Background: an optimization exercise with open tools, aiming at small area and a short achievable clock period. Do not read the settings as production practice.
In this exercise RTL edits were held to simulation tests only and were not proved equivalent to the original.

### flow/config.mk
export PLATFORM = sky130hd
export DESIGN_NAME = ALU
export DESIGN_NICKNAME = ALU
export VERILOG_FILES = /design/flow/design.v
export SDC_FILE = /design/flow/constraint.sdc
export NUM_CORES = 4
export LEC_CHECK = 0
export CAP_MARGIN = 20
export CORE_MARGIN = 2
export CORE_UTILIZATION = 35
export CTS_CLUSTER_DIAMETER = 50
export CTS_CLUSTER_SIZE = 6
export SLEW_MARGIN = 20
### flow/constraint.sdc
create_clock -name core_clock -period 150.0 [get_ports {clk}]
set_input_delay 30.0000 -clock core_clock [delete_from_list [all_inputs] [get_ports {clk}]]
set_output_delay 30.0000 -clock core_clock [all_outputs]
set_load 0.01 [all_outputs]
### flow/design.v
package riscv_pkg;
parameter I_WIDTH   = 32;
parameter PC_WIDTH  = I_WIDTH;
parameter IMM_WIDTH = 12;
parameter RS_WIDTH  = 5;
	typedef struct packed
		{
			logic        [I_WIDTH-1:0] rsu;
			logic  signed [I_WIDTH-1:0] rs;
		} rs_type;
typedef struct packed {
logic[24:0] data;
logic[6:0]  opcode;
}instr_type;
typedef logic [I_WIDTH-1:0] riscVDat;		
typedef logic [PC_WIDTH-1:0] PC;
typedef logic [4:0]	        rdAdr;
typedef logic [4:0]	        rsAdr;
typedef logic [3-1:0]        func3;
typedef logic [6:0]	        func7;
typedef logic [6:0]	        Opcode;
typedef logic [11:0]         tgh;
typedef logic [19:0]	 immediate;		
parameter  loadType     = 7'b0000011;
parameter  storeType    = 7'b0100011;
parameter  ALUTypeI     = 7'b0010011;
parameter  ALUTypeR     = 7'b0110011;
parameter  branchType   = 7'b0110011;
parameter  jumpType     = 7'b110x111;
parameter  luiType      = 7'b0110111;
parameter  auipcType    = 7'b0010111;
parameter R_TYPE = 7'b0110011;
parameter I_TYPE = 7'b0010011;
parameter S_TYPE = 7'b0100011;
parameter B_TYPE = 7'b1100011;
parameter U_TYPE = 7'b0x10111;
parameter J_TYPE = 7'b1101111;
parameter FENCE  = 7'b0001111;
parameter E_TYPE = 7'b1110011;
parameter func3 ADDI      = 3'b000;
parameter func3 SLLI      = 3'b001;
parameter func3 SLTI      = 3'b010;
parameter func3 SLTIU     = 3'b011;
parameter func3 XORI      = 3'b100;
parameter func3 SRLI_SRAI = 3'b101;
parameter func3 ORI       = 3'b110;
parameter func3 ANDI      = 3'b111;
typedef enum bit[2:0] {MUL,MULH,MULHSU,MULHU,DIV,DIVU,REM,REMU}      alu_m_ops_t;    
parameter func3 ADD_SUB  = 3'b000;
parameter func3 SLL      = 3'b001;
parameter func3 SLT      = 3'b010;
parameter func3 SLTU     = 3'b011;
parameter func3 XOR      = 3'b100;
parameter func3 SRL_SRA  = 3'b101;
parameter func3 OR       = 3'b110;
parameter func3 AND      = 3'b111;
endpackage
import riscv_pkg::*;
module ALU 
#(
	parameter ALU_WIDTH=32
)
(
	input 						  clk,
	input 						  rst_n,
	input 						  opcodeValid,
	input  [7-1:0] 			  opcode,
	input  [3-1:0] 			  f3,
	input  [12-1:0]			  imm,
   input [ALU_WIDTH-1:0]	  rs1,
   input [ALU_WIDTH-1:0]	  rs2,		
	output [ALU_WIDTH-1:0]	  aluOut
);
	logic [ALU_WIDTH-1 : 0] alu_result_d;
	logic [ALU_WIDTH-1 : 0] alu_result_q;
	parameter ALU_I_OP  = 7'b0010011;
	parameter ALU_R_OP  = 7'b0110011;	
	logic [7-1:0] f7;
	logic alu_m_op;
	always_comb
	begin
		if(opcode == ALU_R_OP)
		begin
			f7 =   imm[11:5];
		end
		else
		begin
			f7  = '0;
		end
	end
	assign alu_m_op = f7[0];
	logic [ALU_WIDTH-1:0] immSE;
	assign immSE = {{(ALU_WIDTH-12){imm[11]}},imm};
	riscv_pkg::rs_type rs1SU;
	riscv_pkg::rs_type rs2SU;
	assign rs1SU.rsu = rs1;
	assign rs1SU.rs  = $signed(rs1);
	assign rs2SU.rsu = rs2;
	assign rs2SU.rs  = $signed(rs2);
	logic [ALU_WIDTH*2-1:0] mul_res;
	logic [ALU_WIDTH : 0] mulInA, mulInB;
	always_comb
	begin
		if(alu_m_op & (opcode == ALU_R_OP))	
		begin
			case(f3)
			MUL,MULHU:    
				begin
					mulInA = {1'b0,rs1};
					mulInB = {1'b0,rs2};
				end
			MULH:  
				begin
					mulInA = {rs1[ALU_WIDTH-1],rs1};
					mulInB = {rs2[ALU_WIDTH-1],rs2};
				end			
			MULHSU: 
				begin
					mulInA = {rs1[ALU_WIDTH-1],rs1};
					mulInB = {1'b0,rs2};
				end			   			
			default:
				begin
					mulInA = '0;
					mulInB = '0;
				end
			endcase
		end
		else 
		begin
			mulInA = '0;
			mulInB = '0;		
		end
	end
	logic [ALU_WIDTH*2+1:0] mul_full;
	assign mul_full = $signed(mulInA) * $signed(mulInB);
	assign mul_res  = mul_full[ALU_WIDTH*2-1:0];
	logic [ALU_WIDTH*2-1:0] div_res;
	logic [ALU_WIDTH-1 : 0] divInA, divInB;
	always_comb
	begin
			if(alu_m_op & (opcode == ALU_R_OP))
			begin
				case(f3)
					DIV:     
						begin
							divInA = rs1[ALU_WIDTH-1] ? -rs1 : rs1;
							divInB = rs2[ALU_WIDTH-1] ? -rs2 : rs2;
						end
					DIVU:
						begin
							divInA = rs1;
							divInB = rs2;
						end
					default:
						begin
							divInA = '0;
							divInB = '0;
						end					
				endcase
			end
			else
			begin
				divInA = '0;
				divInB = '0;			
			end
		end
	logic [ALU_WIDTH-1 : 0] div_mag;
	logic                   div_neg;
	assign div_mag = divInA / divInB;
	assign div_neg = (f3 == DIV) & (rs1[ALU_WIDTH-1] ^ rs2[ALU_WIDTH-1]);
	assign div_res[ALU_WIDTH-1:0]           = (divInB == '0) ? '1 : (div_neg ? -div_mag : div_mag);
	assign div_res[ALU_WIDTH*2-1:ALU_WIDTH] = '0;
	logic [ALU_WIDTH-1:0] rem_res;
	logic [ALU_WIDTH-1 : 0] remInA, remInB;
		always_comb
		begin
			if(alu_m_op & (opcode == ALU_R_OP))
			begin
				case(f3)
					REM:     
						begin
							remInA = rs1[ALU_WIDTH-1] ? -rs1 : rs1;
							remInB = rs2[ALU_WIDTH-1] ? -rs2 : rs2;
						end
					REMU:
						begin
							remInA = rs1;
							remInB = rs2;
						end
					default:
						begin
							remInA = '0;
							remInB = '0;
						end					
				endcase
			end
			else
			begin
				remInA = '0;
				remInB = '0;
			end			
		end
	logic [ALU_WIDTH-1 : 0] rem_mag;
	logic                   rem_neg;
	assign rem_mag = remInA % remInB;
	assign rem_neg = (f3 == REM) & rs1[ALU_WIDTH-1];
	assign rem_res = (remInB == '0) ? rs1 : (rem_neg ? -rem_mag : rem_mag);
always_comb
begin
	alu_result_d = '0;
	if (opcode==ALU_I_OP)
	begin
		case(f3)
			ADDI:      alu_result_d = rs1 + immSE;  
			SLLI:      alu_result_d = rs1 << imm[4:0];
			SLTI:      alu_result_d = ($signed(immSE) > $signed(rs1))? 1 : '0;  
			SLTIU:     alu_result_d = (immSE > rs1)? 1 : '0;
			XORI:      alu_result_d = rs1 ^ immSE;
			SRLI_SRAI: 
				begin
					if(imm[10])  
					begin
						alu_result_d = $signed(rs1) >>> imm[4:0];
					end
					else  
					begin
						alu_result_d = rs1 >> imm[4:0];						
					end
				end
			ORI:       alu_result_d = rs1 | immSE;
			ANDI:      alu_result_d = rs1 & immSE;
			default:   alu_result_d = '0;
		endcase
	end
	else if(opcode==ALU_R_OP)
	begin
			if(alu_m_op)
			begin
				case(f3)
					MUL:     alu_result_d = mul_res[ALU_WIDTH-1:0];
					MULH:    alu_result_d = mul_res[ALU_WIDTH*2-1:ALU_WIDTH];
					MULHSU:  alu_result_d = mul_res[ALU_WIDTH*2-1:ALU_WIDTH];
					MULHU:   alu_result_d = mul_res[ALU_WIDTH*2-1:ALU_WIDTH];
					DIV:     alu_result_d = div_res[ALU_WIDTH-1:0];
					DIVU:    alu_result_d = div_res[ALU_WIDTH-1:0];
					REM:     alu_result_d = rem_res;
					REMU:    alu_result_d = rem_res;
					default: alu_result_d ='0;
				endcase
			end
			else begin
					case(f3)
						ADD_SUB: 
							begin
								if(f7[5])
								begin
									alu_result_d = rs1 - rs2;  
								end
								else
								begin
									alu_result_d = rs1 + rs2;  
								end
							end
						SLL:     alu_result_d = rs1 << rs2[4:0];
						SLT:     alu_result_d = ($signed(rs2) > $signed(rs1))? 1 : 0;
						SLTU:    alu_result_d = (rs2 > rs1)? 1 : 0;
						XOR:     alu_result_d = rs1 ^ rs2;
						SRL_SRA: 
								begin
									if(f7[5])
									begin
										alu_result_d = $signed(rs1) >>> rs2[4:0];  
									end
									else
									begin
										alu_result_d = rs1 >> rs2[4:0];  
									end
								end
						OR:      alu_result_d = rs1 | rs2;
						AND:     alu_result_d = rs1 & rs2;
						default: alu_result_d = '0;
					endcase
			end			
		end
	end
	always@(posedge clk or negedge rst_n)
	begin
		if(~rst_n)
		begin
			alu_result_q <= 'd0;
		end
		else 
		begin
			alu_result_q <= alu_result_d;
		end
	end
	assign aluOut = alu_result_q;
endmodule
### flow/run.sh
#!/bin/bash
# synth_recipe.tcl (not shown) runs the flow's synth.tcl, then flattens the netlist and writes it again
# the make line also repeats each setting of config.mk as NAME=value (left out here)
make -C /OpenROAD-flow-scripts/flow DESIGN_CONFIG=/design/flow/config.mk WORK_HOME=/design/flow/orfs CLKGATE_MAP_FILE= SYNTH_SCRIPT=/design/flow/synth_recipe.tcl finish
==> flow_summary.toml <==
[global_routing]
grt_pass1_wl_mm = 834
grt_max_degree = 147
grt_overflow = 0
grt_pass1_vias = 120000
grt_use_total = 0.331
antenna_found_initial = 62

[cts]
tritoncts = "yes"
cts_made_buffers = 5
htree_levels = 2
ctsHoldBuffers = 0
clk_pin_slew_ps = 60
clock_path_buffers = 2
cts_root_buffer = "clkbuf_16"
cts_resized = 0
post_cts_buffers = 0
cts.sinks = 32

[drt]
drt-pass1-iter-count = 9
route.met2.wl_mm = 235
ant_nets = 0
wl_met1_mm = 221
vias = 128000
wl_per_cell_um = 28.3
highest_layer = "met5"
wl_met3_mm = 72.5
first_iter_violations = 15200
drc = 0
finalWirelength_mm = 578
viasPerCell = 6.26

[synthesis]
synth_largest_area_cell = "fa_1"
synth_ff_type = "dfrtp_1"
ys_types = 121
ys_ff_latch = 32
syn_avg_cell_area_um2 = 7.23
ys_seq_area_frac = 0.00685
synth_area_leaders = "fa_1 (19%), ha_1 (16%), nand2_1 (6.4%)"
synth_area_mm2 = 0.117
syn-num-nets = 18900
synth_common_cells = "nand2_1 (1989), nor2_1 (1530), ha_1 (1499)"
synth-edff-count = 0
ys.warnings.count = 1
async_flop_share = 1.00
yosysTopAreaCellShare = 0.193
netlist_instances = 16200
synthMostInstantiatedCell = "nand2_1"

[finish]
largest_reg_flops = 32
reg_top3 = "alu_result_q: 32 flops"
fillers = 35500
regMostFlops = "alu_result_q"
fin_nets = 18700
fin_util = 0.375
stdcell_area_mm2 = 0.125
drive_gt1_frac = 0.0653
synthToLayoutAreaGrowth_pct = 6.76

[critical_path]
endpoint_kind = "register"
cp-start-kind = "input pin"
path_class = "in -> reg"
critPathRequiredTime_ps = 150010
slowest_stage = "o31ai_1"
cp.arrival_ps = 132680
crit_path_frequent_cell = "ha_1"
crit_path_max_incr_delay_ps = 1030
path_max_fanout = 48

[sta]
finalSetupViolations = 0
finalCritPeriodShare = 0.884
final_max_slew_viol_count = 0
setup_tns_ps = 0
period_needed_ps = 132670
hold_viol = 0
max_freq_ghz = 0.00754
worst_slew_pin_slew_ps = 1320
whs_ps = 29800
rsz0062_at_grt = "false"
maxSlewHeadroom = 0.110

[die]
die_area_mm2 = 0.338
fp-row-count = 212
die_height_um = 582
die_x_um = 582
ios = 121
core_area_mm2 = 0.333
initial_core_util = 0.351

[worst_hold_path]
hp-class = "in -> async"

[outcome]
outcome = "no timing/DRC/antenna violations"

[run]
cap_violations = 0

[placed_design]
hpwl_mm = 447
port-buffer-count = 119
gp_congestion = 1.13
postPlaceCellArea_mm2 = 0.124
==> kinds of logic after synthesis <==
group,synth area share
AO/OA/AOI/OAI,0.245
XOR/XNOR,0.0677
adder cells (fa/ha/maj),0.354
buffers and inverters,0.0747
flip-flops,0.00685
multiplexers,0.0366
AND/OR/NAND/NOR,0.216
==> cell usage in the layout, fill, tap and decap left out, drive strengths merged, types with 55 or more instances in the layout <==
| master | count |
|---|---|
| nand2 | 1989 |
| nor2 | 1533 |
| ha | 1499 |
| inv | 1472 |
| a21oi | 1174 |
| fa | 1129 |
| o21ai | 1017 |
| xnor2 | 591 |
| buf | 524 |
| nor3 | 503 |
| a21o | 347 |
| o21a | 333 |
| xor2 | 311 |
| nand3 | 302 |
| nor4 | 286 |
| mux2i | 195 |
| a31oi | 192 |
| nand2b | 153 |
| o211ai | 145 |
| nor2b | 143 |
| a211oi | 133 |
| or3 | 125 |
| mux2 | 122 |
| o21bai | 108 |
| o31ai | 105 |
| or2 | 102 |
| nand4 | 97 |
| and2 | 95 |
| and3 | 87 |
| clkdlybuf4s50 | 79 |
| o22ai | 74 |
| o221ai | 55 |
==> critical path, delay by kind of cell <==
kind | cells | cell delay [ps]
fa+ha+maj | 31 | 9850
mux | 4 | 1210
compound gates | 167 | 52110
xor+xnor | 1 | 980
simple gates | 106 | 31090
buf+inv | 23 | 7080
==> cell type report <==
class	count	area (µm²)	share of cell area
clock inverter	2	35.0	0.000281
clock buffer	6	129	0.00103
inverter	1493	5610	0.0449
multi-input combinational	13800	108000	0.865
tap	4387	5490	0.0440
sequential	32	801	0.00642
antenna	45	113	0.000903
timing repair buffer	603	4700	0.0377
==> path summary, 6_finish.rpt <==
kind	slack [ps]	cells after the start	from	to
worst max-delay path	17330	332	rs2[14]	alu_result_q[23]
max in group asynchronous	119650	1	rst_n	alu_result_q[30]
worst min-delay path	29800	1	rst_n	alu_result_q[1]
min in group core_clock	30630	4	opcode[6]	alu_result_q[0]
==> per-layer routing <==
layer | vias to the layer above | GRT usage
met2 | 7732 | 0.485
met1 | 61300 | 0.408
li1 | 56500 | -
met3 | 2040 | 0.111
met4 | 38 | 0.220
met5 | - | 0.0102
==> stage by stage <==
| stage | instances | worst slack [ps] |
|---|---|---|
| 2_1_floorplan | 16200 | 39650 |
| 3_3_place_gp | 20300 | 20710 |
| 3_5_place_dp | 20300 | 20590 |
| 4_1_cts | 20300 | 20580 |
| 5_1_grt | 20400 | 13570 |
| 6_report | 20400 | 17330 |

port drivers added, routing unchanged:
The flow's constraints put no driver on any port. The routed layout listed below was extracted and timed again, unchanged, in two steps.
Step 1: set_driving_cell puts a clkbuf_16 on clk and a buf_2 on each other input, an assumption about the parent block.
Step 2 moves the port delays by t, midway between the first and last clock arrival at a register: inputs arrive t later, outputs are due t later. That takes back most of the time a late clock gives input paths.
Three values: ideal ports, drivers, drivers and shift; two values: the first two.
t, ns: 0.352
slack for setup (ns): 17.332 / 17.344 / 16.992
worst hold slack (ns): 29.802 / 29.775 / 30.127
worst setup path after step 2: input to register
cell pins on the clock port's net: 1
After both steps setup and hold are still met in this run. The setup slack of this run moves by +0.012 ns with the drivers and by -0.340 ns with both steps.
